This is an optimization exercise on Yosys and OpenROAD, whose aim is small area, not a production implementation.
Function was checked by simulation only, so behaviour that the tests miss may differ from the original.
Power and IR drop assume default switching activity.

$ cat flow/design.v
module FA (
	input wire a, b, c,
	output wire s, co
);
	assign s = a ^ b ^ c;
	assign co = (a & b) | (a & c) | (b & c);
endmodule
module HA (
	input wire a, b,
	output wire s, co
);
	assign s = a ^ b;
	assign co = a & b;
endmodule
module Multiplier (
	input wire [29:0] x,
	output wire [20:0] lo,
	output wire [9:0] hi,
	output wire ck
);
	wire [29:0] un = ~x;
	wire u0 = un[0];
	wire u1 = un[1];
	wire u2 = un[2];
	wire u3 = un[3];
	wire u4 = un[4];
	wire u5 = un[5];
	wire u6 = un[6];
	wire u7 = un[7];
	wire u8 = un[8];
	wire u9 = un[9];
	wire u10 = un[10];
	wire u11 = un[11];
	wire u12 = un[12];
	wire u13 = un[13];
	wire u14 = un[14];
	wire u15 = un[15];
	wire u16 = un[16];
	wire u17 = un[17];
	wire u18 = un[18];
	wire u19 = un[19];
	wire u20 = un[20];
	wire u21 = un[21];
	wire u22 = un[22];
	wire u23 = un[23];
	wire u24 = un[24];
	wire u25 = un[25];
	wire u26 = un[26];
	wire u27 = un[27];
	wire u28 = un[28];
	wire u29 = un[29];
	wire e1 = ~x[0] | x[1];
	wire e2 = ~x[1];
	wire e3 = ~x[0];
	wire e4 = ~e1;
	wire p5;
	BSEL0 sp5 (.one_n(x[0]), .xf(x[2]), .neg(e2), .pp(p5));
	wire p6;
	BSEL sp6 (.one_n(x[0]), .two_n(e1), .xf(x[3]), .xf1(x[2]), .neg(e2), .pp(p6));
	wire p7;
	BSEL sp7 (.one_n(x[0]), .two_n(e1), .xf(x[4]), .xf1(x[3]), .neg(e2), .pp(p7));
	wire p8;
	BSEL sp8 (.one_n(x[0]), .two_n(e1), .xf(x[5]), .xf1(x[4]), .neg(e2), .pp(p8));
	wire p9;
	BSEL sp9 (.one_n(x[0]), .two_n(e1), .xf(x[6]), .xf1(x[5]), .neg(e2), .pp(p9));
	wire p10;
	BSEL sp10 (.one_n(x[0]), .two_n(e1), .xf(x[7]), .xf1(x[6]), .neg(e2), .pp(p10));
	wire p11;
	BSEL sp11 (.one_n(x[0]), .two_n(e1), .xf(x[8]), .xf1(x[7]), .neg(e2), .pp(p11));
	wire p12;
	BSEL sp12 (.one_n(x[0]), .two_n(e1), .xf(x[9]), .xf1(x[8]), .neg(e2), .pp(p12));
	wire p13;
	BSEL sp13 (.one_n(x[0]), .two_n(e1), .xf(x[10]), .xf1(x[9]), .neg(e2), .pp(p13));
	wire p14;
	BSEL sp14 (.one_n(x[0]), .two_n(e1), .xf(x[11]), .xf1(x[10]), .neg(e2), .pp(p14));
	wire p15;
	BSEL sp15 (.one_n(x[0]), .two_n(e1), .xf(x[12]), .xf1(x[11]), .neg(e2), .pp(p15));
	wire p16;
	BSEL sp16 (.one_n(x[0]), .two_n(e1), .xf(x[13]), .xf1(x[12]), .neg(e2), .pp(p16));
	wire p17;
	BSEL sp17 (.one_n(x[0]), .two_n(e1), .xf(x[14]), .xf1(x[13]), .neg(e2), .pp(p17));
	wire p18;
	BSEL sp18 (.one_n(x[0]), .two_n(e1), .xf(x[15]), .xf1(x[14]), .neg(e2), .pp(p18));
	wire p19;
	BSEL sp19 (.one_n(x[0]), .two_n(e1), .xf(x[16]), .xf1(x[15]), .neg(e2), .pp(p19));
	wire p20;
	BSEL sp20 (.one_n(x[0]), .two_n(e1), .xf(x[17]), .xf1(x[16]), .neg(e2), .pp(p20));
	wire p21;
	BSEL sp21 (.one_n(x[0]), .two_n(e1), .xf(x[18]), .xf1(x[17]), .neg(e2), .pp(p21));
	wire p22;
	BSEL sp22 (.one_n(x[0]), .two_n(e1), .xf(x[19]), .xf1(x[18]), .neg(e2), .pp(p22));
	wire p23;
	BSEL sp23 (.one_n(x[0]), .two_n(e1), .xf(x[20]), .xf1(x[19]), .neg(e2), .pp(p23));
	wire p24;
	BSEL sp24 (.one_n(x[0]), .two_n(e1), .xf(x[21]), .xf1(x[20]), .neg(e2), .pp(p24));
	wire p25;
	BSEL sp25 (.one_n(x[0]), .two_n(e1), .xf(x[22]), .xf1(x[21]), .neg(e2), .pp(p25));
	wire p26;
	BSEL sp26 (.one_n(x[0]), .two_n(e1), .xf(x[23]), .xf1(x[22]), .neg(e2), .pp(p26));
	wire p27;
	BSEL sp27 (.one_n(x[0]), .two_n(e1), .xf(x[24]), .xf1(x[23]), .neg(e2), .pp(p27));
	wire p28;
	BSEL sp28 (.one_n(x[0]), .two_n(e1), .xf(x[25]), .xf1(x[24]), .neg(e2), .pp(p28));
	wire p29;
	BSEL sp29 (.one_n(x[0]), .two_n(e1), .xf(x[26]), .xf1(x[25]), .neg(e2), .pp(p29));
	wire p30;
	BSEL sp30 (.one_n(x[0]), .two_n(e1), .xf(x[27]), .xf1(x[26]), .neg(e2), .pp(p30));
	wire p31;
	BSEL sp31 (.one_n(x[0]), .two_n(e1), .xf(x[28]), .xf1(x[27]), .neg(e2), .pp(p31));
	wire p32;
	BSEL sp32 (.one_n(x[0]), .two_n(e1), .xf(x[29]), .xf1(x[28]), .neg(e2), .pp(p32));
	wire onen33, twon34, neg35;
	ONEN o1 (.xa(x[2]), .xb(x[1]), .y(onen33));
	TWON t1 (.xa(x[2]), .xb(x[1]), .xc(x[3]), .y(twon34));
	NEG n1 (.xa(x[2]), .xb(x[1]), .xc(x[3]), .y(neg35));
	wire e36 = ~onen33;
	wire e37 = ~twon34;
	wire p38;
	BSEL0 sp38 (.one_n(onen33), .xf(x[4]), .neg(neg35), .pp(p38));
	wire p39;
	BSEL sp39 (.one_n(onen33), .two_n(twon34), .xf(x[5]), .xf1(x[4]), .neg(neg35), .pp(p39));
	wire p40;
	BSEL sp40 (.one_n(onen33), .two_n(twon34), .xf(x[6]), .xf1(x[5]), .neg(neg35), .pp(p40));
	wire p41;
	BSEL sp41 (.one_n(onen33), .two_n(twon34), .xf(x[7]), .xf1(x[6]), .neg(neg35), .pp(p41));
	wire p42;
	BSEL sp42 (.one_n(onen33), .two_n(twon34), .xf(x[8]), .xf1(x[7]), .neg(neg35), .pp(p42));
	wire p43;
	BSEL sp43 (.one_n(onen33), .two_n(twon34), .xf(x[9]), .xf1(x[8]), .neg(neg35), .pp(p43));
	wire p44;
	BSEL sp44 (.one_n(onen33), .two_n(twon34), .xf(x[10]), .xf1(x[9]), .neg(neg35), .pp(p44));
	wire p45;
	BSEL sp45 (.one_n(onen33), .two_n(twon34), .xf(x[11]), .xf1(x[10]), .neg(neg35), .pp(p45));
	wire p46;
	BSEL sp46 (.one_n(onen33), .two_n(twon34), .xf(x[12]), .xf1(x[11]), .neg(neg35), .pp(p46));
	wire p47;
	BSEL sp47 (.one_n(onen33), .two_n(twon34), .xf(x[13]), .xf1(x[12]), .neg(neg35), .pp(p47));
	wire p48;
	BSEL sp48 (.one_n(onen33), .two_n(twon34), .xf(x[14]), .xf1(x[13]), .neg(neg35), .pp(p48));
	wire p49;
	BSEL sp49 (.one_n(onen33), .two_n(twon34), .xf(x[15]), .xf1(x[14]), .neg(neg35), .pp(p49));
	wire p50;
	BSEL sp50 (.one_n(onen33), .two_n(twon34), .xf(x[16]), .xf1(x[15]), .neg(neg35), .pp(p50));
	wire p51;
	BSEL sp51 (.one_n(onen33), .two_n(twon34), .xf(x[17]), .xf1(x[16]), .neg(neg35), .pp(p51));
	wire p52;
	BSEL sp52 (.one_n(onen33), .two_n(twon34), .xf(x[18]), .xf1(x[17]), .neg(neg35), .pp(p52));
	wire p53;
	BSEL sp53 (.one_n(onen33), .two_n(twon34), .xf(x[19]), .xf1(x[18]), .neg(neg35), .pp(p53));
	wire p54;
	BSEL sp54 (.one_n(onen33), .two_n(twon34), .xf(x[20]), .xf1(x[19]), .neg(neg35), .pp(p54));
	wire p55;
	BSEL sp55 (.one_n(onen33), .two_n(twon34), .xf(x[21]), .xf1(x[20]), .neg(neg35), .pp(p55));
	wire p56;
	BSEL sp56 (.one_n(onen33), .two_n(twon34), .xf(x[22]), .xf1(x[21]), .neg(neg35), .pp(p56));
	wire p57;
	BSEL sp57 (.one_n(onen33), .two_n(twon34), .xf(x[23]), .xf1(x[22]), .neg(neg35), .pp(p57));
	wire p58;
	BSEL sp58 (.one_n(onen33), .two_n(twon34), .xf(x[24]), .xf1(x[23]), .neg(neg35), .pp(p58));
	wire p59;
	BSEL sp59 (.one_n(onen33), .two_n(twon34), .xf(x[25]), .xf1(x[24]), .neg(neg35), .pp(p59));
	wire p60;
	BSEL sp60 (.one_n(onen33), .two_n(twon34), .xf(x[26]), .xf1(x[25]), .neg(neg35), .pp(p60));
	wire p61;
	BSEL sp61 (.one_n(onen33), .two_n(twon34), .xf(x[27]), .xf1(x[26]), .neg(neg35), .pp(p61));
	wire onen62, twon63, neg64;
	ONEN o2 (.xa(x[4]), .xb(x[3]), .y(onen62));
	TWON t2 (.xa(x[4]), .xb(x[3]), .xc(x[5]), .y(twon63));
	NEG n2 (.xa(x[4]), .xb(x[3]), .xc(x[5]), .y(neg64));
	wire e65 = ~onen62;
	wire e66 = ~twon63;
	wire p67;
	BSEL0 sp67 (.one_n(onen62), .xf(x[6]), .neg(neg64), .pp(p67));
	wire p68;
	BSEL sp68 (.one_n(onen62), .two_n(twon63), .xf(x[7]), .xf1(x[6]), .neg(neg64), .pp(p68));
	wire p69;
	BSEL sp69 (.one_n(onen62), .two_n(twon63), .xf(x[8]), .xf1(x[7]), .neg(neg64), .pp(p69));
	wire p70;
	BSEL sp70 (.one_n(onen62), .two_n(twon63), .xf(x[9]), .xf1(x[8]), .neg(neg64), .pp(p70));
	wire p71;
	BSEL sp71 (.one_n(onen62), .two_n(twon63), .xf(x[10]), .xf1(x[9]), .neg(neg64), .pp(p71));
	wire p72;
	BSEL sp72 (.one_n(onen62), .two_n(twon63), .xf(x[11]), .xf1(x[10]), .neg(neg64), .pp(p72));
	wire p73;
	BSEL sp73 (.one_n(onen62), .two_n(twon63), .xf(x[12]), .xf1(x[11]), .neg(neg64), .pp(p73));
	wire p74;
	BSEL sp74 (.one_n(onen62), .two_n(twon63), .xf(x[13]), .xf1(x[12]), .neg(neg64), .pp(p74));
	wire p75;
	BSEL sp75 (.one_n(onen62), .two_n(twon63), .xf(x[14]), .xf1(x[13]), .neg(neg64), .pp(p75));
	wire p76;
	BSEL sp76 (.one_n(onen62), .two_n(twon63), .xf(x[15]), .xf1(x[14]), .neg(neg64), .pp(p76));
	wire p77;
	BSEL sp77 (.one_n(onen62), .two_n(twon63), .xf(x[16]), .xf1(x[15]), .neg(neg64), .pp(p77));
	wire p78;
	BSEL sp78 (.one_n(onen62), .two_n(twon63), .xf(x[17]), .xf1(x[16]), .neg(neg64), .pp(p78));
	wire p79;
	BSEL sp79 (.one_n(onen62), .two_n(twon63), .xf(x[18]), .xf1(x[17]), .neg(neg64), .pp(p79));
	wire p80;
	BSEL sp80 (.one_n(onen62), .two_n(twon63), .xf(x[19]), .xf1(x[18]), .neg(neg64), .pp(p80));
	wire p81;
	BSEL sp81 (.one_n(onen62), .two_n(twon63), .xf(x[20]), .xf1(x[19]), .neg(neg64), .pp(p81));
	wire p82;
	BSEL sp82 (.one_n(onen62), .two_n(twon63), .xf(x[21]), .xf1(x[20]), .neg(neg64), .pp(p82));
	wire p83;
	BSEL sp83 (.one_n(onen62), .two_n(twon63), .xf(x[22]), .xf1(x[21]), .neg(neg64), .pp(p83));
	wire p84;
	BSEL sp84 (.one_n(onen62), .two_n(twon63), .xf(x[23]), .xf1(x[22]), .neg(neg64), .pp(p84));
	wire p85;
	BSEL sp85 (.one_n(onen62), .two_n(twon63), .xf(x[24]), .xf1(x[23]), .neg(neg64), .pp(p85));
	wire p86;
	BSEL sp86 (.one_n(onen62), .two_n(twon63), .xf(x[25]), .xf1(x[24]), .neg(neg64), .pp(p86));
	wire onen87, twon88, neg89;
	ONEN o3 (.xa(x[6]), .xb(x[5]), .y(onen87));
	TWON t3 (.xa(x[6]), .xb(x[5]), .xc(x[7]), .y(twon88));
	NEG n3 (.xa(x[6]), .xb(x[5]), .xc(x[7]), .y(neg89));
	wire e90 = ~onen87;
	wire e91 = ~twon88;
	wire p92;
	BSEL0 sp92 (.one_n(onen87), .xf(x[8]), .neg(neg89), .pp(p92));
	wire p93;
	BSEL sp93 (.one_n(onen87), .two_n(twon88), .xf(x[9]), .xf1(x[8]), .neg(neg89), .pp(p93));
	wire p94;
	BSEL sp94 (.one_n(onen87), .two_n(twon88), .xf(x[10]), .xf1(x[9]), .neg(neg89), .pp(p94));
	wire p95;
	BSEL sp95 (.one_n(onen87), .two_n(twon88), .xf(x[11]), .xf1(x[10]), .neg(neg89), .pp(p95));
	wire p96;
	BSEL sp96 (.one_n(onen87), .two_n(twon88), .xf(x[12]), .xf1(x[11]), .neg(neg89), .pp(p96));
	wire p97;
	BSEL sp97 (.one_n(onen87), .two_n(twon88), .xf(x[13]), .xf1(x[12]), .neg(neg89), .pp(p97));
	wire p98;
	BSEL sp98 (.one_n(onen87), .two_n(twon88), .xf(x[14]), .xf1(x[13]), .neg(neg89), .pp(p98));
	wire p99;
	BSEL sp99 (.one_n(onen87), .two_n(twon88), .xf(x[15]), .xf1(x[14]), .neg(neg89), .pp(p99));
	wire p100;
	BSEL sp100 (.one_n(onen87), .two_n(twon88), .xf(x[16]), .xf1(x[15]), .neg(neg89), .pp(p100));
	wire p101;
	BSEL sp101 (.one_n(onen87), .two_n(twon88), .xf(x[17]), .xf1(x[16]), .neg(neg89), .pp(p101));
	wire p102;
	BSEL sp102 (.one_n(onen87), .two_n(twon88), .xf(x[18]), .xf1(x[17]), .neg(neg89), .pp(p102));
	wire p103;
	BSEL sp103 (.one_n(onen87), .two_n(twon88), .xf(x[19]), .xf1(x[18]), .neg(neg89), .pp(p103));
	wire p104;
	BSEL sp104 (.one_n(onen87), .two_n(twon88), .xf(x[20]), .xf1(x[19]), .neg(neg89), .pp(p104));
	wire p105;
	BSEL sp105 (.one_n(onen87), .two_n(twon88), .xf(x[21]), .xf1(x[20]), .neg(neg89), .pp(p105));
	wire p106;
	BSEL sp106 (.one_n(onen87), .two_n(twon88), .xf(x[22]), .xf1(x[21]), .neg(neg89), .pp(p106));
	wire p107;
	BSEL sp107 (.one_n(onen87), .two_n(twon88), .xf(x[23]), .xf1(x[22]), .neg(neg89), .pp(p107));
	wire onen108, twon109, neg110;
	ONEN o4 (.xa(x[8]), .xb(x[7]), .y(onen108));
	TWON t4 (.xa(x[8]), .xb(x[7]), .xc(x[9]), .y(twon109));
	NEG n4 (.xa(x[8]), .xb(x[7]), .xc(x[9]), .y(neg110));
	wire e111 = ~onen108;
	wire e112 = ~twon109;
	wire p113;
	BSEL0 sp113 (.one_n(onen108), .xf(x[10]), .neg(neg110), .pp(p113));
	wire p114;
	BSEL sp114 (.one_n(onen108), .two_n(twon109), .xf(x[11]), .xf1(x[10]), .neg(neg110), .pp(p114));
	wire p115;
	BSEL sp115 (.one_n(onen108), .two_n(twon109), .xf(x[12]), .xf1(x[11]), .neg(neg110), .pp(p115));
	wire p116;
	BSEL sp116 (.one_n(onen108), .two_n(twon109), .xf(x[13]), .xf1(x[12]), .neg(neg110), .pp(p116));
	wire p117;
	BSEL sp117 (.one_n(onen108), .two_n(twon109), .xf(x[14]), .xf1(x[13]), .neg(neg110), .pp(p117));
	wire p118;
	BSEL sp118 (.one_n(onen108), .two_n(twon109), .xf(x[15]), .xf1(x[14]), .neg(neg110), .pp(p118));
	wire p119;
	BSEL sp119 (.one_n(onen108), .two_n(twon109), .xf(x[16]), .xf1(x[15]), .neg(neg110), .pp(p119));
	wire p120;
	BSEL sp120 (.one_n(onen108), .two_n(twon109), .xf(x[17]), .xf1(x[16]), .neg(neg110), .pp(p120));
	wire p121;
	BSEL sp121 (.one_n(onen108), .two_n(twon109), .xf(x[18]), .xf1(x[17]), .neg(neg110), .pp(p121));
	wire p122;
	BSEL sp122 (.one_n(onen108), .two_n(twon109), .xf(x[19]), .xf1(x[18]), .neg(neg110), .pp(p122));
	wire p123;
	BSEL sp123 (.one_n(onen108), .two_n(twon109), .xf(x[20]), .xf1(x[19]), .neg(neg110), .pp(p123));
	wire p124;
	BSEL sp124 (.one_n(onen108), .two_n(twon109), .xf(x[21]), .xf1(x[20]), .neg(neg110), .pp(p124));
	wire onen125, twon126, neg127;
	ONEN o5 (.xa(x[10]), .xb(x[9]), .y(onen125));
	TWON t5 (.xa(x[10]), .xb(x[9]), .xc(x[11]), .y(twon126));
	NEG n5 (.xa(x[10]), .xb(x[9]), .xc(x[11]), .y(neg127));
	wire e128 = ~onen125;
	wire e129 = ~twon126;
	wire p130;
	BSEL0 sp130 (.one_n(onen125), .xf(x[12]), .neg(neg127), .pp(p130));
	wire p131;
	BSEL sp131 (.one_n(onen125), .two_n(twon126), .xf(x[13]), .xf1(x[12]), .neg(neg127), .pp(p131));
	wire p132;
	BSEL sp132 (.one_n(onen125), .two_n(twon126), .xf(x[14]), .xf1(x[13]), .neg(neg127), .pp(p132));
	wire p133;
	BSEL sp133 (.one_n(onen125), .two_n(twon126), .xf(x[15]), .xf1(x[14]), .neg(neg127), .pp(p133));
	wire p134;
	BSEL sp134 (.one_n(onen125), .two_n(twon126), .xf(x[16]), .xf1(x[15]), .neg(neg127), .pp(p134));
	wire p135;
	BSEL sp135 (.one_n(onen125), .two_n(twon126), .xf(x[17]), .xf1(x[16]), .neg(neg127), .pp(p135));
	wire p136;
	BSEL sp136 (.one_n(onen125), .two_n(twon126), .xf(x[18]), .xf1(x[17]), .neg(neg127), .pp(p136));
	wire p137;
	BSEL sp137 (.one_n(onen125), .two_n(twon126), .xf(x[19]), .xf1(x[18]), .neg(neg127), .pp(p137));
	wire onen138, twon139, neg140;
	ONEN o6 (.xa(x[12]), .xb(x[11]), .y(onen138));
	TWON t6 (.xa(x[12]), .xb(x[11]), .xc(x[13]), .y(twon139));
	NEG n6 (.xa(x[12]), .xb(x[11]), .xc(x[13]), .y(neg140));
	wire e141 = ~onen138;
	wire e142 = ~twon139;
	wire p143;
	BSEL0 sp143 (.one_n(onen138), .xf(x[14]), .neg(neg140), .pp(p143));
	wire p144;
	BSEL sp144 (.one_n(onen138), .two_n(twon139), .xf(x[15]), .xf1(x[14]), .neg(neg140), .pp(p144));
	wire p145;
	BSEL sp145 (.one_n(onen138), .two_n(twon139), .xf(x[16]), .xf1(x[15]), .neg(neg140), .pp(p145));
	wire p146;
	BSEL sp146 (.one_n(onen138), .two_n(twon139), .xf(x[17]), .xf1(x[16]), .neg(neg140), .pp(p146));
	wire y147 = u14 ^ u13;
	wire y148 = u15 ^ u13;
	wire p149 = y148 & ~y147;
	wire s150, c151;
	HA hs150 (.a(p26), .b(p55), .s(s150), .co(c151));
	wire s152, c153;
	HA hs152 (.a(p27), .b(p56), .s(s152), .co(c153));
	wire s154, c155;
	FA fs154 (.a(p28), .b(p57), .c(p82), .s(s154), .co(c155));
	wire s156, c157;
	FA fs156 (.a(p29), .b(p58), .c(p83), .s(s156), .co(c157));
	wire s158, c159;
	FA fs158 (.a(p30), .b(p59), .c(p84), .s(s158), .co(c159));
	wire s160, c161;
	HA hs160 (.a(p105), .b(p122), .s(s160), .co(c161));
	wire s162, c163;
	FA fs162 (.a(p31), .b(p60), .c(p85), .s(s162), .co(c163));
	wire s164, c165;
	HA hs164 (.a(p106), .b(p123), .s(s164), .co(c165));
	wire s166, c167;
	HA hs166 (.a(p18), .b(p47), .s(s166), .co(c167));
	wire s168, c169;
	HA hs168 (.a(p19), .b(p48), .s(s168), .co(c169));
	wire s170, c171;
	FA fs170 (.a(p20), .b(p49), .c(p74), .s(s170), .co(c171));
	wire s172, c173;
	FA fs172 (.a(p21), .b(p50), .c(p75), .s(s172), .co(c173));
	wire s174, c175;
	FA fs174 (.a(p22), .b(p51), .c(p76), .s(s174), .co(c175));
	wire s176, c177;
	HA hs176 (.a(p97), .b(p114), .s(s176), .co(c177));
	wire s178, c179;
	FA fs178 (.a(p23), .b(p52), .c(p77), .s(s178), .co(c179));
	wire s180, c181;
	HA hs180 (.a(p98), .b(p115), .s(s180), .co(c181));
	wire s182, c183;
	FA fs182 (.a(p24), .b(p53), .c(p78), .s(s182), .co(c183));
	wire s184, c185;
	FA fs184 (.a(p99), .b(p116), .c(e129), .s(s184), .co(c185));
	wire s186, c187;
	FA fs186 (.a(p25), .b(p54), .c(p79), .s(s186), .co(c187));
	wire s188, c189;
	FA fs188 (.a(p100), .b(p117), .c(p130), .s(s188), .co(c189));
	wire s190, c191;
	FA fs190 (.a(p80), .b(p101), .c(p118), .s(s190), .co(c191));
	wire s192, c193;
	FA fs192 (.a(p131), .b(e141), .c(s150), .s(s192), .co(c193));
	wire s194, c195;
	FA fs194 (.a(p81), .b(p102), .c(p119), .s(s194), .co(c195));
	wire s196, c197;
	FA fs196 (.a(p132), .b(c151), .c(s152), .s(s196), .co(c197));
	wire s198, c199;
	FA fs198 (.a(p103), .b(p120), .c(p133), .s(s198), .co(c199));
	wire s200, c201;
	FA fs200 (.a(e142), .b(c153), .c(s154), .s(s200), .co(c201));
	wire s202, c203;
	FA fs202 (.a(p104), .b(p121), .c(p134), .s(s202), .co(c203));
	wire s204, c205;
	FA fs204 (.a(p143), .b(c155), .c(s156), .s(s204), .co(c205));
	wire s206, c207;
	FA fs206 (.a(p135), .b(p144), .c(y147), .s(s206), .co(c207));
	wire s208, c209;
	FA fs208 (.a(c157), .b(s158), .c(s160), .s(s208), .co(c209));
	wire s210, c211;
	FA fs210 (.a(p136), .b(p145), .c(c159), .s(s210), .co(c211));
	wire s212, c213;
	FA fs212 (.a(c161), .b(s162), .c(s164), .s(s212), .co(c213));
	wire s214, c215;
	HA hs214 (.a(p14), .b(p43), .s(s214), .co(c215));
	wire s216, c217;
	HA hs216 (.a(p15), .b(p44), .s(s216), .co(c217));
	wire s218, c219;
	FA fs218 (.a(p16), .b(p45), .c(p70), .s(s218), .co(c219));
	wire s220, c221;
	FA fs220 (.a(p17), .b(p46), .c(p71), .s(s220), .co(c221));
	wire s222, c223;
	FA fs222 (.a(p72), .b(p93), .c(e111), .s(s222), .co(c223));
	wire s224, c225;
	FA fs224 (.a(p73), .b(p94), .c(c167), .s(s224), .co(c225));
	wire s226, c227;
	FA fs226 (.a(p95), .b(e112), .c(c169), .s(s226), .co(c227));
	wire s228, c229;
	FA fs228 (.a(p96), .b(p113), .c(c171), .s(s228), .co(c229));
	wire s230, c231;
	FA fs230 (.a(e128), .b(c173), .c(s174), .s(s230), .co(c231));
	wire s232, c233;
	FA fs232 (.a(c175), .b(c177), .c(s178), .s(s232), .co(c233));
	wire s234, c235;
	FA fs234 (.a(c179), .b(c181), .c(s182), .s(s234), .co(c235));
	wire s236, c237;
	FA fs236 (.a(c183), .b(c185), .c(s186), .s(s236), .co(c237));
	wire s238, c239;
	FA fs238 (.a(c187), .b(c189), .c(s190), .s(s238), .co(c239));
	wire s240, c241;
	FA fs240 (.a(c191), .b(c193), .c(s194), .s(s240), .co(c241));
	wire s242, c243;
	FA fs242 (.a(c195), .b(c197), .c(s198), .s(s242), .co(c243));
	wire s244, c245;
	FA fs244 (.a(c199), .b(c201), .c(s202), .s(s244), .co(c245));
	wire s246, c247;
	FA fs246 (.a(c203), .b(c205), .c(s206), .s(s246), .co(c247));
	wire s248, c249;
	FA fs248 (.a(c207), .b(c209), .c(s210), .s(s248), .co(c249));
	wire s250, c251;
	HA hs250 (.a(p10), .b(p39), .s(s250), .co(c251));
	wire s252, c253;
	HA hs252 (.a(p11), .b(p40), .s(s252), .co(c253));
	wire s254, c255;
	FA fs254 (.a(p12), .b(p41), .c(e66), .s(s254), .co(c255));
	wire s256, c257;
	FA fs256 (.a(p13), .b(p42), .c(p67), .s(s256), .co(c257));
	wire s258, c259;
	FA fs258 (.a(p68), .b(e90), .c(s214), .s(s258), .co(c259));
	wire s260, c261;
	FA fs260 (.a(p69), .b(c215), .c(s216), .s(s260), .co(c261));
	wire s262, c263;
	FA fs262 (.a(e91), .b(c217), .c(s218), .s(s262), .co(c263));
	wire s264, c265;
	FA fs264 (.a(p92), .b(c219), .c(s220), .s(s264), .co(c265));
	wire s266, c267;
	FA fs266 (.a(s166), .b(c221), .c(s222), .s(s266), .co(c267));
	wire s268, c269;
	FA fs268 (.a(s168), .b(c223), .c(s224), .s(s268), .co(c269));
	wire s270, c271;
	FA fs270 (.a(s170), .b(c225), .c(s226), .s(s270), .co(c271));
	wire s272, c273;
	FA fs272 (.a(s172), .b(c227), .c(s228), .s(s272), .co(c273));
	wire s274, c275;
	FA fs274 (.a(s176), .b(c229), .c(s230), .s(s274), .co(c275));
	wire s276, c277;
	FA fs276 (.a(s180), .b(c231), .c(s232), .s(s276), .co(c277));
	wire s278, c279;
	FA fs278 (.a(s184), .b(c233), .c(s234), .s(s278), .co(c279));
	wire s280, c281;
	FA fs280 (.a(s188), .b(c235), .c(s236), .s(s280), .co(c281));
	wire s282, c283;
	FA fs282 (.a(s192), .b(c237), .c(s238), .s(s282), .co(c283));
	wire s284, c285;
	FA fs284 (.a(s196), .b(c239), .c(s240), .s(s284), .co(c285));
	wire s286, c287;
	FA fs286 (.a(s200), .b(c241), .c(s242), .s(s286), .co(c287));
	wire s288, c289;
	FA fs288 (.a(s204), .b(c243), .c(s244), .s(s288), .co(c289));
	wire s290, c291;
	FA fs290 (.a(s208), .b(c245), .c(s246), .s(s290), .co(c291));
	wire s292, c293;
	FA fs292 (.a(s212), .b(c247), .c(s248), .s(s292), .co(c293));
	wire s294, c295;
	HA hs294 (.a(p6), .b(e36), .s(s294), .co(c295));
	wire s296, c297;
	HA hs296 (.a(p7), .b(c295), .s(s296), .co(c297));
	wire s298, c299;
	FA fs298 (.a(p8), .b(e37), .c(c297), .s(s298), .co(c299));
	wire s300, c301;
	FA fs300 (.a(p9), .b(p38), .c(c299), .s(s300), .co(c301));
	wire s302, c303;
	FA fs302 (.a(e65), .b(s250), .c(c301), .s(s302), .co(c303));
	wire s304, c305;
	FA fs304 (.a(c251), .b(s252), .c(c303), .s(s304), .co(c305));
	wire s306, c307;
	FA fs306 (.a(c253), .b(s254), .c(c305), .s(s306), .co(c307));
	wire s308, c309;
	FA fs308 (.a(c255), .b(s256), .c(c307), .s(s308), .co(c309));
	wire s310, c311;
	FA fs310 (.a(c257), .b(s258), .c(c309), .s(s310), .co(c311));
	wire s312, c313;
	FA fs312 (.a(c259), .b(s260), .c(c311), .s(s312), .co(c313));
	wire s314, c315;
	FA fs314 (.a(c261), .b(s262), .c(c313), .s(s314), .co(c315));
	wire s316, c317;
	FA fs316 (.a(c263), .b(s264), .c(c315), .s(s316), .co(c317));
	wire s318, c319;
	FA fs318 (.a(c265), .b(s266), .c(c317), .s(s318), .co(c319));
	wire s320, c321;
	FA fs320 (.a(c267), .b(s268), .c(c319), .s(s320), .co(c321));
	wire s322, c323;
	FA fs322 (.a(c269), .b(s270), .c(c321), .s(s322), .co(c323));
	wire s324, c325;
	FA fs324 (.a(c271), .b(s272), .c(c323), .s(s324), .co(c325));
	wire s326, c327;
	FA fs326 (.a(c273), .b(s274), .c(c325), .s(s326), .co(c327));
	wire s328, c329;
	HA hs328 (.a(c275), .b(s276), .s(s328), .co(c329));
	wire s330, c331;
	FA fs330 (.a(c277), .b(s278), .c(c329), .s(s330), .co(c331));
	wire s332, c333;
	FA fs332 (.a(c279), .b(s280), .c(c331), .s(s332), .co(c333));
	wire s334, c335;
	FA fs334 (.a(c281), .b(s282), .c(c333), .s(s334), .co(c335));
	wire s336, c337;
	FA fs336 (.a(c283), .b(s284), .c(c335), .s(s336), .co(c337));
	wire s338, c339;
	FA fs338 (.a(c285), .b(s286), .c(c337), .s(s338), .co(c339));
	wire s340, c341;
	FA fs340 (.a(c287), .b(s288), .c(c339), .s(s340), .co(c341));
	wire s342, c343;
	FA fs342 (.a(c289), .b(s290), .c(c341), .s(s342), .co(c343));
	wire s344, c345;
	FA fs344 (.a(c291), .b(s292), .c(c343), .s(s344), .co(c345));
	wire s346 = p32 ^ p61 ^ p86 ^ p107 ^ p124 ^ p137 ^ p146 ^ p149 ^ c163 ^ c165 ^ c211 ^ c213 ^ c249 ^ c293;
	wire s347;
	XOR2 xs347 (.a(s346), .b(c345), .y(s347));
	assign lo = {s326, s324, s322, s320, s318, s316, s314, s312, s310, s308, s306, s304, s302, s300, s298, s296, s294, p5, e4, 1'b0, e3};
	assign hi = {s347, s344, s342, s340, s338, s336, s334, s332, s330, s328};
	assign ck = c327;
endmodule
module ONEN (input wire xa, xb, output wire y);
	assign y = ~(xa ^ xb);
endmodule
module TWON (input wire xa, xb, xc, output wire y);
	assign y = ~((xa & xb & ~xc) | (~xa & ~xb & xc));
endmodule
module NEG (input wire xa, xb, xc, output wire y);
	assign y = ~xc & (xa | xb);
endmodule
module BSEL (input wire one_n, two_n, xf, xf1, neg, output wire pp);
	assign pp = ~((one_n | xf) & (two_n | xf1)) ^ neg;
endmodule
module BSEL0 (input wire one_n, xf, neg, output wire pp);
	assign pp = ~one_n & (~xf ^ neg);
endmodule
module XOR2 (input wire a, b, output wire y);
	assign y = a ^ b;
endmodule
module XNOR2 (input wire a, b, output wire y);
	assign y = ~(a ^ b);
endmodule
module OR2 (input wire a, b, output wire y);
	assign y = a | b;
endmodule
module poly_top #(
	parameter a = 2,
	parameter b = 4,
	parameter c = 6,
	parameter data_width = 32
)
(
	input wire clk,rst,
	input wire [data_width-1:0] x,
	input wire in_valid,
	output wire [data_width-1:0] y,
	output wire out_valid,
	output wire [1:0] state
);
	localparam K = 21;
	reg [1:0] q;
	always @(posedge clk) begin
		if (rst | ~in_valid) q <= 2'b00;
		else q <= {q[1] | q[0], q[1] | ~q[0]};
	end
	assign state = {q[1], q[0] & ~q[1]};
	assign out_valid = q[1] & q[0];
	reg [29:0] x0, x1;
	reg [K-1:0] rlo;
	reg [30-K:0] rhi;
	reg rck;
	wire [K-1:0] lo;
	wire [30-K:0] hi;
	wire ck;
	Multiplier sqr (.x(x1), .lo(lo), .hi(hi), .ck(ck));
	always @(posedge clk) begin
		x0 <= x[29:0];
		x1 <= x0;
		rlo <= lo;
		rhi <= hi;
		rck <= ck;
	end
	wire [30-K:0] shi;
	wire [31-K:0] inc;
	assign inc[0] = rck;
	genvar i;
	generate
		for (i = 0; i < 30 - K; i = i + 1) begin : incr
			HA h (.a(rhi[i]), .b(inc[i]), .s(shi[i]), .co(inc[i+1]));
		end
	endgenerate
	assign shi[30-K] = rhi[30-K] ^ inc[30-K];
	assign y = {shi, rlo[K-1:2], 1'b1, rlo[0], 1'b0};
endmodule
$ cat flow/flow/run.sh
#!/bin/bash
# The standard layout (standard.sh, with the standard synthesis) with these changes:
# - after floorplan, every cell is set to its lowest drive strength (downsize.tcl);
#   timing repair upsizes the cells that need it;
# - global placement keeps none of its timing-driven buffering (GPL_KEEP_OVERFLOW=0);
# - power recovery downsizes cells with slack to spare after global routing;
# - the port buffers use the smallest buffer cell;
# - clock tree synthesis uses clkbuf_8 and adds no dummy loads.
# Each make run's full output goes to its own log file here.
set -euo pipefail
bash standard.sh synth > synth.log 2>&1
bash standard.sh \
	"POST_FLOORPLAN_TCL=$PWD/flow/downsize.tcl" \
	"GPL_KEEP_OVERFLOW=0" "RECOVER_POWER=100" \
	"BUFFER_PORTS_ARGS=-buffer_cell sky130_fd_sc_hd__buf_1" \
	"CTS_ARGS=-sink_clustering_enable -repair_clock_nets -sink_clustering_size 20 -buf_list sky130_fd_sc_hd__clkbuf_8 -dont_use_dummy_load" \
	finish > layout.log 2>&1
$ cat flow/flow/downsize.tcl
# Before placement, give every cell the lowest drive strength of its kind
# (name ending _1); timing repair later upsizes the cells that need it.
set n 0
foreach inst [get_cells *] {
  set master [get_property $inst ref_name]
  if { [regexp {^(sky130_fd_sc_hd__\w+)_([0-9]+)$} $master -> base drive] && $drive > 1 } {
    set target ${base}_1
    if { [llength [get_lib_cells -quiet $target]] > 0 } {
      replace_cell $inst $target
      incr n
    }
  }
}
puts "downsize.tcl: $n cells set to drive strength 1"
$ cat flow/standard.sh
#!/bin/bash
# synth_recipe.tcl (not shown) runs the flow's synth.tcl, then flattens the netlist and writes it again
# the make line also repeats each setting of config.mk as NAME=value (left out here)
make -C /OpenROAD-flow-scripts/flow DESIGN_CONFIG=/design/flow/config.mk WORK_HOME=/design/flow/orfs CLKGATE_MAP_FILE= SYNTH_SCRIPT=/design/flow/synth_recipe.tcl "${@:-finish}"
$ cat flow/config.mk
export PLATFORM = sky130hd
export DESIGN_NAME = poly_top
export DESIGN_NICKNAME = poly_top
export VERILOG_FILES = /design/flow/design.v
export SDC_FILE = /design/flow/constraint.sdc
export NUM_CORES = 4
export LEC_CHECK = 0
export CAP_MARGIN = 10
export CORE_MARGIN = 2
export CORE_UTILIZATION = 60
export CTS_BUF_LIST = sky130_fd_sc_hd__clkbuf_8
export CTS_CLUSTER_SIZE = 20
export SLEW_MARGIN = 10
export SYNTH_HIERARCHICAL = 1
export SYNTH_MINIMUM_KEEP_SIZE = 0
$ cat flow/constraint.sdc
create_clock -name core_clock -period 9.0 [get_ports {clk}]
set_input_delay 1.8000 -clock core_clock [delete_from_list [all_inputs] [get_ports {clk}]]
set_output_delay 1.8000 -clock core_clock [all_outputs]
set_load 0.01 [all_outputs]
==> out/summary.txt, run 1 <==
====================================================================================================
Largest net degree at the start of global routing                                                 31
Worst Hold Endpoint                                                                           x1[10]
Switching power as a share of total power                                                      39.2%
Worst hold path class                                                                        reg2reg
Setup repair after global routing missed its margin                                               no
Setup skew after layout                                                                    0.0226 ns
DIE WIDTH                                                                                111 microns
Post-route fraction of the period consumed by the critical path                                93.5%
Peak Freq                                                                                    119 MHz
Die area                                                                                0.0124 sq mm
Port buffer count                                                                                 65
Per-cell via count in the routed design                                                         5.77
Final period demand of the worst path                                                        8.41 ns
Post-detailed-route count of antenna-violating nets                                                0
Detailed Routing Iterations Pass 1                                                                 5
Combined buffer and inverter count along the critical path                                         0
Clock tree from TritonCTS                                                                        yes
Utilization of the core after routing                                                          58.6%
Number of diodes                                                                                   0
Wirelength, routed                                                                      12400 microns
Routed via count                                                                                4148
Hold-critical path depth                                                                           0
Delay of the slowest cell on the worst path                                                  1.07 ns
Sum of overflow across all layers after global routing                                             0
Avg Synthesized Cell Area                                                                 13.0 sq um
Total of endpoints with negative setup slack in the final report                                   0
Largest delay contributor family on the critical path                                    adder cells
Post-Place Setup Slack                                                                     -0.420 ns
Worst EP arrival                                                                             8.65 ns
Clock-pin slew reported for the worst setup and hold paths after clock tree synthesis        0.09 ns
Overall power consumption                                                                    1.86 mW
Post-route setup TNS                                                                            0 ns
Routed length per placed instance                                                       17.2 microns
Post-route worst setup slack                                                                0.589 ns
Final net count                                                                                  720
Reg-to-reg setup timing slack                                                                0.59 ns
Sinks on Clock Net                                                                                93
Worst Setup Start Kind                                                                     flip-flop
Crit-path max FO                                                                                  30
Critical path, cell by cell                                                             nand2_4 -> o22ai_1 -> xor2_1 -> ha_1 -> ha_1 -> fa_1 -> fa_1 -> fa_1 -> fa_1 -> fa_1 -> fa_1 -> fa_1 -> fa_1 -> fa_1 -> fa_1 -> fa_1 -> fa_1 -> fa_1 -> fa_1 -> fa_1
Clock buffers created by TritonCTS                                                                 9
Layout Area Growth over Synthesis                                                             -3.86%
Critical path capture point type                                                           flip-flop
Sw power                                                                                    0.731 mW
Hold-fix buffers, CTS                                                                              0
Power per Cell Area                                                                      281 mW/mm^2
Die H                                                                                    111 microns
Fraction of layout cells with a size suffix above 1                                            4.51%
Largest vdd supply drop                                                                     0.202 mV
Combined area of all synthesized cells                                                  0.00690 sq mm
FF-to-FF End                                                                                 rlo[20]
CP Data Required Time                                                                        9.24 ns
Wire length of the first global-routing pass                                            21100 microns
Combinational share of power                                                                   58.2%
Deepest level of the CTS H-tree                                                                    3
Cell count after synthesis                                                                       529
Beginning of the worst hold path                                                              x0[10]
Buffers from clock root to sink, at most                                                           2
Core outline area                                                                       0.0113 sq mm
Root buf cell                                                                               clkbuf_8
Number of warnings issued by yosys                                                                 7
Result of the run                                                                       complete, no violations
Proportion of power drawn by flip-flops and latches                                            30.4%
Number of global-route vias before repair                                                       4216
Starting utilization of the core area                                                          60.9%
Filler cells                                                                                    1013
Worst Hold Slack                                                                            0.322 ns
Max-cap violations                                                                                 0
Slowest stage cell on the critical path                                                      dfxtp_1
Crit Path Class                                                                              reg2reg
Number of rows in the core area                                                                   39
Worst slew margin relative to its limit                                                        17.6%
Routability-driven placement congestion ratio                                                  0.841
Detailed-placement wirelength estimate                                                  8920 microns
RR Startpoint                                                                                  x1[0]
Actual transition at the worst max-transition pin                                            1.24 ns
Most repeated library cell on the critical path                                                 fa_1
Top-level port count                                                                              70
Source-to-sink clock delay at the later pin of the worst-skew pair                           0.37 ns
DRT iter0 DRCs                                                                                   273
Final slew viol count                                                                              0
Combined global-route utilization of all metal layers                                          21.3%
Static power due to leakage                                                                  2.86 nW
Net count of the mapped netlist                                                                  671
Proportion of power drawn by the clock network                                                 11.4%
Total internal power                                                                         1.13 mW
Final number of hold-violating endpoints                                                           0
Remaining design rule violation count                                                              0
Initial antenna violation count                                                                    0
Worst reg2reg path depth                                                                          20
====================================================================================================
## how the worst max path moves through the flow
| stage | start | endpoint | slack [ns] | depth (start not counted) |
|---|---|---|---|---|
| 2_1_floorplan | x1[0] | rlo[20] | 0.11 | 21 |
| 3_3_place_gp | x1[1] | rlo[20] | -0.29 | 21 |
| 3_5_place_dp | x1[1] | rlo[20] | -0.42 | 21 |
| 4_1_cts | x1[1] | rlo[20] | 0.15 | 21 |
| 5_1_grt | x1[0] | rlo[20] | 0.25 | 20 |
| 6_report | x1[0] | rlo[20] | 0.59 | 20 |
## stage by stage
stage                     instance area [sq um]  std cells
after CTS                                  6620        718
final                                      6630        719
after global placement                     6390        704
after floorplan                            6900        529
after detailed placement                   6480        709
after global routing                       6630        719
## cell type report
type                            count  area [sq um]  share of cell area, %
Multi-Input combinational cell    388          4100                   61.8
Tap cell                          143           179                   2.70
Timing Repair Buffer               70           300                   4.53
Clock buffer                        9           124                   1.87
Inverter                           15          60.1                  0.906
Sequential cell                    93          1860                   28.1
Timing Repair inverter              1          5.00                 0.0755
## sequential cells by signal, summed over array words and instances, names as in the netlist
register	cells
rlo	20
q	2
rhi	10
rck	1
x0	30
x1	30
## what timing repair did
item,in CTS,in global routing
setup buffers,0,0
endpoints found under the hold margin,0,0
gates resized for setup,2,1
gates cloned,0,1
setup endpoints to repair,3,2
## power groups by stage
stage	Clock (mW)	Combinational (mW)	Sequential, mW
after floorplan	0	1.38	0.596
final	0.212	1.09	0.567
after CTS	0.225	1.13	0.567
after detailed placement	0	1.13	0.576
after global routing	0.238	1.29	0.576
after global placement	0	1.08	0.573
## routing by layer
| layer | vias up | track usage, % | wire length, microns |
|---|---|---|---|
| li1 | 1903 | - | - |
| met2 | 162 | 34.6 | 6140 |
| met3 | 16 | 4.65 | 762 |
| met5 | - | 0 | 0 |
| met1 | 2067 | 28.4 | 5290 |
| met4 | 0 | 7.33 | 179 |
## cells in the final DEF, fill, tap and decap left out, types with 6 or more instances in the layout
master      n
and3b_1     6
buf_1      65
clkbuf_8    9
dfxtp_1    93
fa_1       83
ha_1       24
inv_1      14
nor2_1     16
o22ai_1   106
xnor2_1    11
xor2_1    117
==> run 2, diff against run 1 <==
--- a/flow/config.mk
+++ b/flow/config.mk
@@ -7,7 +7,7 @@
 export LEC_CHECK = 0
 export CAP_MARGIN = 10
 export CORE_MARGIN = 2
-export CORE_UTILIZATION = 60
+export CORE_UTILIZATION = 72
 export CTS_BUF_LIST = sky130_fd_sc_hd__clkbuf_8
 export CTS_CLUSTER_SIZE = 20
 export SLEW_MARGIN = 10
==> out/summary.txt, run 2 <==
====================================================================================================
Result of the run                                                                       complete, no violations   unchanged
Root buf cell                                                                               clkbuf_8   unchanged
Wire length on met3                                                                      911 microns   was 762 microns
Overall power consumption                                                                    1.87 mW   was 1.86 mW
Post-route worst setup slack                                                                0.352 ns   was 0.589 ns
Filler cells                                                                                     726   was 1013
Count of buffers added by post-CTS timing repair for setup                                         0   unchanged
Post-detailed-route count of antenna-violating nets                                                0   unchanged
Top flop regs                                                                           x0: 30 flops, x1: 30 flops, rlo: 20 flops   unchanged
Wire length on met1                                                                     5050 microns   was 5290 microns
Post-route fraction of the period consumed by the critical path                                96.1%   was 93.5%
Leading cell type in the layout, fill and taps excluded                                       xor2_1   unchanged
Post-route setup TNS                                                                            0 ns   unchanged
Routed length per placed instance                                                       17.8 microns   was 17.2 microns
Uppermost metal layer occupied by signal nets                                                   met4   unchanged
Count of instances resized after the clock tree is built                                           1   was 2
Peak Freq                                                                                    116 MHz   was 119 MHz
Detailed-placement wirelength estimate                                                  9030 microns   was 8920 microns
Static power due to leakage                                                                  2.86 nW   about the same
Setup repair after global routing missed its margin                                               no   unchanged
Clock-pin slew reported for the worst setup and hold paths after clock tree synthesis        0.11 ns   was 0.09 ns
Wirelength, routed                                                                      12500 microns   was 12400 microns
Reg-to-reg setup timing slack                                                                0.35 ns   was 0.59 ns
Source-to-sink clock delay at the later pin of the worst-skew pair                           0.36 ns   was 0.37 ns
RR Startpoint                                                                                  x1[1]   was x1[0]
Deepest level of the CTS H-tree                                                                    3   unchanged
Layout Area Growth over Synthesis                                                             -4.25%   was -3.86%
Final number of hold-violating endpoints                                                           0   unchanged
Number of diodes                                                                                   0   unchanged
DRT iter0 DRCs                                                                                   291   was 273
Critical path capture point type                                                           flip-flop   unchanged
Initial antenna violation count                                                                    0   unchanged
Die H                                                                                    102 microns   was 111 microns
Top-level port count                                                                              70   unchanged
CP Data Required Time                                                                        9.22 ns   was 9.24 ns
Number of rows in the core area                                                                   35   was 39
Core outline area                                                                       0.00928 sq mm   was 0.0113 sq mm
Number of warnings issued by yosys                                                                 7   unchanged
Worst Hold Endpoint                                                                            x1[0]   was x1[10]
Combined global-route utilization of all metal layers                                          26.1%   was 21.3%
Worst hold path class                                                                        reg2reg   unchanged
Worst Setup Start Kind                                                                     flip-flop   unchanged
Hold-fix buffers, CTS                                                                              0   unchanged
Setup skew after layout                                                                    0.0409 ns   was 0.0226 ns
Utilization of the core after routing                                                          71.1%   was 58.6%
Max-cap violations                                                                                 0   unchanged
Buffers from clock root to sink, at most                                                           2   unchanged
DIE WIDTH                                                                                102 microns   was 111 microns
Number of global-route vias before repair                                                       4202   was 4216
Per-cell via count in the routed design                                                         5.88   was 5.77
Final net count                                                                                  719   was 720
Worst slew margin relative to its limit                                                        17.0%   was 17.6%
Port buffer count                                                                                 65   unchanged
Worst reg2reg path depth                                                                          21   was 20
Remaining design rule violation count                                                              0   unchanged
Clock buffers created by TritonCTS                                                                 9   unchanged
Worst EP arrival                                                                             8.86 ns   was 8.65 ns
Wire length of the first global-routing pass                                            20700 microns   was 21100 microns
Avg Synthesized Cell Area                                                                 13.0 sq um   unchanged
Actual transition at the worst max-transition pin                                            1.25 ns   was 1.24 ns
Starting utilization of the core area                                                          74.3%   was 60.9%
Worst Hold Slack                                                                            0.310 ns   was 0.322 ns
Detailed Routing Iterations Pass 1                                                                 5   unchanged
Hold-critical path depth                                                                           0   unchanged
Fraction of layout cells with a size suffix above 1                                            4.35%   was 4.51%
Largest net degree at the start of global routing                                                 31   unchanged
FF-to-FF End                                                                                 rlo[20]   unchanged
Met2 layer wire length in the routed design                                             6400 microns   was 6140 microns
Sinks on Clock Net                                                                                93   unchanged
Post-Place Setup Slack                                                                    -0.0302 ns   was -0.420 ns
Crit Path Class                                                                              reg2reg   unchanged
Crit-path max FO                                                                                  29   was 30
Beginning of the worst hold path                                                               x0[0]   was x0[10]
Largest vdd supply drop                                                                     0.252 mV   was 0.202 mV
Total of endpoints with negative setup slack in the final report                                   0   unchanged
Net count of the mapped netlist                                                                  671   unchanged
Combined area of all synthesized cells                                                  0.00690 sq mm   unchanged
Die area                                                                                0.0104 sq mm   was 0.0124 sq mm
Routed via count                                                                                4143   was 4148
Cell count after synthesis                                                                       529   unchanged
Power per Cell Area                                                                      284 mW/mm^2   was 281 mW/mm^2
Final period demand of the worst path                                                        8.65 ns   was 8.41 ns
Commonest cells after routing, fill and taps aside                                      117 x xor2_1, 106 x o22ai_1, 92 x dfxtp_1   was 117 x xor2_1, 106 x o22ai_1, 93 x dfxtp_1
Sum of overflow across all layers after global routing                                             0   unchanged
Routability-driven placement congestion ratio                                                  0.888   was 0.841
Clock tree from TritonCTS                                                                        yes   unchanged
Final slew viol count                                                                              0   unchanged
====================================================================================================
## run 2: layout make-up
cell class / count / area (sq um) / share of cell area (%)
clock buffers: 9 / 124 / 1.88
inverters: 15 / 56.3 / 0.853
multi-input cells: 388 / 4090 / 61.9
flip-flops and latches: 93 / 1860 / 28.2
well taps: 129 / 161 / 2.44
repair buffers: 70 / 308 / 4.66
## run 2: per-layer routing
metal | vias to the layer above | track usage, %
li1 | 1902 | -
met2 | 191 | 44.0
met4 | 0 | 7.69
met1 | 2038 | 34.0
met3 | 12 | 5.81
met5 | - | 0
## run 2: stage by stage
stage	instance area [sq um]	cells
floorplan	6900	529
global placement	6370	690
detailed placement	6470	695
CTS	6590	704
global route	6600	704
finish	6600	704
## run 2: how the worst max path moves through the flow
stage	to	startpoint	cells after the start
after floorplan	rlo[20]	x1[0]	21
after global placement	rlo[20]	x1[1]	21
after detailed placement	rlo[20]	x1[0]	20
after CTS	rlo[20]	x1[0]	20
after global routing	rlo[20]	x1[1]	21
final	rlo[20]	x1[1]	21
## run 2: power breakdown
group	internal [mW]	switching (mW)
clock	0.0900	0.128
sequential	0.524	0.0421
combinational	0.519	0.570
total	1.13	0.740
## run 2: critical path, cell delays in order (launching register included)
cell and delay, ns:
dfxtp_1 0.38, inv_2 0.58, nand2_2 0.56, o22ai_1 0.29, xor2_1 0.10, ha_1 0.23
ha_1 0.19, fa_1 0.39, fa_1 0.41, fa_1 0.41, fa_1 0.41, fa_1 0.44
fa_1 0.43, fa_1 0.42, fa_1 0.40, fa_1 0.41, fa_1 0.41, fa_1 0.40
fa_1 0.39, fa_1 0.41, fa_1 0.40, fa_1 0.43
==> run 3, diff against run 2 <==
--- a/flow/flow/run.sh
+++ b/flow/flow/run.sh
@@ -13,5 +13,5 @@
 	"POST_FLOORPLAN_TCL=$PWD/flow/downsize.tcl" \
 	"GPL_KEEP_OVERFLOW=0" "RECOVER_POWER=100" \
 	"BUFFER_PORTS_ARGS=-buffer_cell sky130_fd_sc_hd__buf_1" \
-	"CTS_ARGS=-sink_clustering_enable -repair_clock_nets -sink_clustering_size 20 -buf_list sky130_fd_sc_hd__clkbuf_8 -dont_use_dummy_load" \
+	"CTS_ARGS=-sink_clustering_enable -repair_clock_nets -sink_clustering_size 20 -root_buf sky130_fd_sc_hd__clkbuf_8 -buf_list sky130_fd_sc_hd__clkbuf_4 -dont_use_dummy_load" \
 	finish > layout.log 2>&1
==> out/summary.txt, run 3 <==
====================================================================================================
Result of the run                                                                       complete, no violations   unchanged
Final standard cell area without fillers                                                0.00660 sq mm   unchanged
Clock-pin slew reported for the worst setup and hold paths after clock tree synthesis        0.11 ns   about the same
Delay of the slowest cell on the worst path                                                  0.58 ns   about the same
Starting utilization of the core area                                                          74.3%   unchanged
Proportion of power drawn by flip-flops and latches                                            30.2%   about the same
Largest vdd supply drop                                                                     0.252 mV   unchanged
Worst EP arrival                                                                             8.86 ns   about the same
Filler cells                                                                                     726   unchanged
Worst reg2reg path depth                                                                          21   unchanged
Worst Setup Start Kind                                                                     flip-flop   unchanged
Net count of the mapped netlist                                                                  671   unchanged
Reg-to-reg setup timing slack                                                                0.35 ns   about the same
Largest delay contributor family on the critical path                                    adder cells   unchanged
Hold-critical path depth                                                                           0   unchanged
Number of global-route vias before repair                                                       4202   unchanged
Area after detailed placement                                                           0.00647 sq mm   unchanged
Final net count                                                                                  719   unchanged
Count of buffers added by post-CTS timing repair for setup                                         0   unchanged
Beginning of the worst hold path                                                               x0[0]   unchanged
Number of rows in the core area                                                                   35   unchanged
Combined buffer and inverter count along the critical path                                         1   unchanged
Core outline area                                                                       0.00928 sq mm   unchanged
Number of warnings issued by yosys                                                                 7   unchanged
DIE WIDTH                                                                                102 microns   unchanged
Top flop regs                                                                           x0: 30 flops, x1: 30 flops, rlo: 20 flops   unchanged
Critical path capture point type                                                           flip-flop   unchanged
Crit-path max FO                                                                                  29   unchanged
Setup skew after layout                                                                    0.0409 ns   unchanged
Largest net degree at the start of global routing                                                 31   unchanged
Slowest stage cell on the critical path                                                        inv_2   unchanged
Post-detailed-route count of antenna-violating nets                                                0   unchanged
Buffers from clock root to sink, at most                                                           2   unchanged
Total internal power                                                                         1.13 mW   unchanged
Proportion of power drawn by the clock network                                                 11.6%   about the same
Max-cap violations                                                                                 0   unchanged
Post-route worst setup slack                                                                0.352 ns   unchanged
FF-to-FF End                                                                                 rlo[20]   unchanged
Combined global-route utilization of all metal layers                                          26.1%   unchanged
Clock buffers created by TritonCTS                                                                 9   unchanged
Routability-driven placement congestion ratio                                                  0.888   unchanged
Die area                                                                                0.0104 sq mm   unchanged
Final period demand of the worst path                                                        8.65 ns   unchanged
Cell count after synthesis                                                                       529   unchanged
Worst Hold Slack                                                                            0.310 ns   unchanged
Met2 layer wire length in the routed design                                             6400 microns   unchanged
Sum of overflow across all layers after global routing                                             0   unchanged
RR Startpoint                                                                                  x1[1]   unchanged
Number of diodes                                                                                   0   unchanged
Crit Path Class                                                                              reg2reg   unchanged
Routed length per placed instance                                                       17.8 microns   unchanged
Critical path, cell by cell                                                             inv_2 -> nand2_2 -> o22ai_1 -> xor2_1 -> ha_1 -> ha_1 -> fa_1 -> fa_1 -> fa_1 -> fa_1 -> fa_1 -> fa_1 -> fa_1 -> fa_1 -> fa_1 -> fa_1 -> fa_1 -> fa_1 -> fa_1 -> fa_1 -> fa_1   unchanged
Critical Path Start                                                                            x1[1]   unchanged
Deepest level of the CTS H-tree                                                                    3   unchanged
Overall power consumption                                                                    1.87 mW   unchanged
Per-cell via count in the routed design                                                         5.88   unchanged
Port buffer count                                                                                 65   unchanged
Combined area of all synthesized cells                                                  0.00690 sq mm   unchanged
Avg Synthesized Cell Area                                                                 13.0 sq um   unchanged
Fraction of layout cells with a size suffix above 1                                            4.35%   unchanged
Static power due to leakage                                                                  2.86 nW   unchanged
Top-level port count                                                                              70   unchanged
Most repeated library cell on the critical path                                                 fa_1   unchanged
Setup repair after global routing missed its margin                                               no   unchanged
DRT iter0 DRCs                                                                                   291   unchanged
Clock tree from TritonCTS                                                                        yes   unchanged
CP Data Required Time                                                                        9.22 ns   about the same
Post-route setup TNS                                                                            0 ns   unchanged
Hold-fix buffers, CTS                                                                              0   unchanged
Worst hold path class                                                                        reg2reg   unchanged
Worst Hold Endpoint                                                                            x1[0]   unchanged
Combinational share of power                                                                   58.2%   about the same
Wirelength, routed                                                                      12500 microns   unchanged
Die H                                                                                    102 microns   unchanged
Uppermost metal layer occupied by signal nets                                                   met4   unchanged
Source-to-sink clock delay at the later pin of the worst-skew pair                           0.36 ns   about the same
Final number of hold-violating endpoints                                                           0   unchanged
Actual transition at the worst max-transition pin                                            1.25 ns   unchanged
Routed via count                                                                                4143   unchanged
Peak Freq                                                                                    116 MHz   unchanged
Detailed-placement wirelength estimate                                                  9030 microns   unchanged
Post-route fraction of the period consumed by the critical path                                96.1%   unchanged
Final slew viol count                                                                              0   unchanged
Wire length of the first global-routing pass                                            20700 microns   unchanged
Power per Cell Area                                                                      284 mW/mm^2   unchanged
Detailed Routing Iterations Pass 1                                                                 5   unchanged
Root buf cell                                                                               clkbuf_8   unchanged
Sinks on Clock Net                                                                                93   unchanged
Post-Place Setup Slack                                                                    -0.0302 ns   unchanged
Switching power as a share of total power                                                      39.5%   unchanged
Remaining design rule violation count                                                              0   unchanged
Initial antenna violation count                                                                    0   unchanged
Commonest cells after routing, fill and taps aside                                      117 x xor2_1, 106 x o22ai_1, 92 x dfxtp_1   unchanged
Leading cell type in the layout, fill and taps excluded                                       xor2_1   unchanged
Wire length on met3                                                                      911 microns   unchanged
Total of endpoints with negative setup slack in the final report                                   0   unchanged
Worst slew margin relative to its limit                                                        17.0%   unchanged
Sw power                                                                                    0.740 mW   unchanged
Layout Area Growth over Synthesis                                                             -4.25%   unchanged
Wire length on met1                                                                     5050 microns   unchanged
====================================================================================================
-- run 3: routing by layer --
metal,vias to the layer above,global-route usage [%]
li1,1902,-
met1,2038,34.0
met2,191,44.0
met3,12,5.81
met4,0,7.69
met5,-,0
-- run 3: what timing repair did --
action / CTS / global route
resized for setup: 1 / 1
cloned: 0 / 0
hold endpoints to repair: 0 / 0
endpoints found under the setup margin: 2 / 2
-- run 3: worst max-delay path by stage --
| stage | to | slack [ns] | depth (start not counted) |
|---|---|---|---|
| after floorplan | rlo[20] | 0.11 | 21 |
| after global placement | rlo[20] | -0.35 | 21 |
| after detailed placement | rlo[20] | -0.03 | 20 |
| after CTS | rlo[20] | 0.26 | 20 |
| after global routing | rlo[20] | 0.02 | 21 |
| final | rlo[20] | 0.35 | 21 |
-- run 3: final cells by class --
| type | instances | area, sq um | area share [%] |
|---|---|---|---|
| Clock buffer | 9 | 124 | 1.88 |
| Inverter | 15 | 56.3 | 0.853 |
| Multi-Input combinational cell | 388 | 4090 | 61.9 |
| Sequential cell | 93 | 1860 | 28.2 |
| Tap cell | 129 | 161 | 2.44 |
| Timing Repair Buffer | 70 | 308 | 4.66 |
-- run 3: power by group through the flow --
| stage | logic (mW) | clock network [mW] | registers (mW) |
|---|---|---|---|
| 6_report | 1.09 | 0.218 | 0.566 |
| 5_1_grt | 1.28 | 0.242 | 0.577 |
| 4_1_cts | 1.13 | 0.227 | 0.566 |
| 3_5_place_dp | 1.12 | 0 | 0.576 |
| 3_3_place_gp | 1.07 | 0 | 0.572 |
| 2_1_floorplan | 1.38 | 0 | 0.596 |
-- run 3: through the flow --
stage	utilization (%)	std cells
final	71.1	704
after global routing	71.1	704
after CTS	71.0	704
after detailed placement	69.7	695
after global placement	68.6	690
after floorplan	-	529

[port drivers added, routing unchanged]
The flow's constraints put no driver on any port. The routed layouts listed below were extracted and timed again, unchanged, in two steps. Step 1 (the two cells are an assumption about what drives the block):
set clk [get_ports {clk}]
set_driving_cell -lib_cell sky130_fd_sc_hd__clkbuf_16 $clk
set_driving_cell -lib_cell sky130_fd_sc_hd__buf_2 [delete_from_list [all_inputs] $clk]
Step 2, shift: input delay + t, output delay - t, t = (earliest + latest rising clock arrival at the registers) / 2. This alone moves slack from input paths to output paths. Slacks: ideal / step 1 / step 2; pairs: ideal / step 1.
run | t, ns | setup WS [ns] | hold WS [ns] | worst setup path at the end
run 1 | 0.394 | 0.589 / 0.589 / 0.589 | 0.322 / 0.322 / 0.322 | register to register
run 2 | 0.378 | 0.352 / 0.352 / 0.352 | 0.310 / 0.310 / 0.310 | register to register
run 3 | 0.378 | 0.352 / 0.352 / 0.352 | 0.310 / 0.310 / 0.310 | register to register
After both steps every run listed still meets setup and hold.
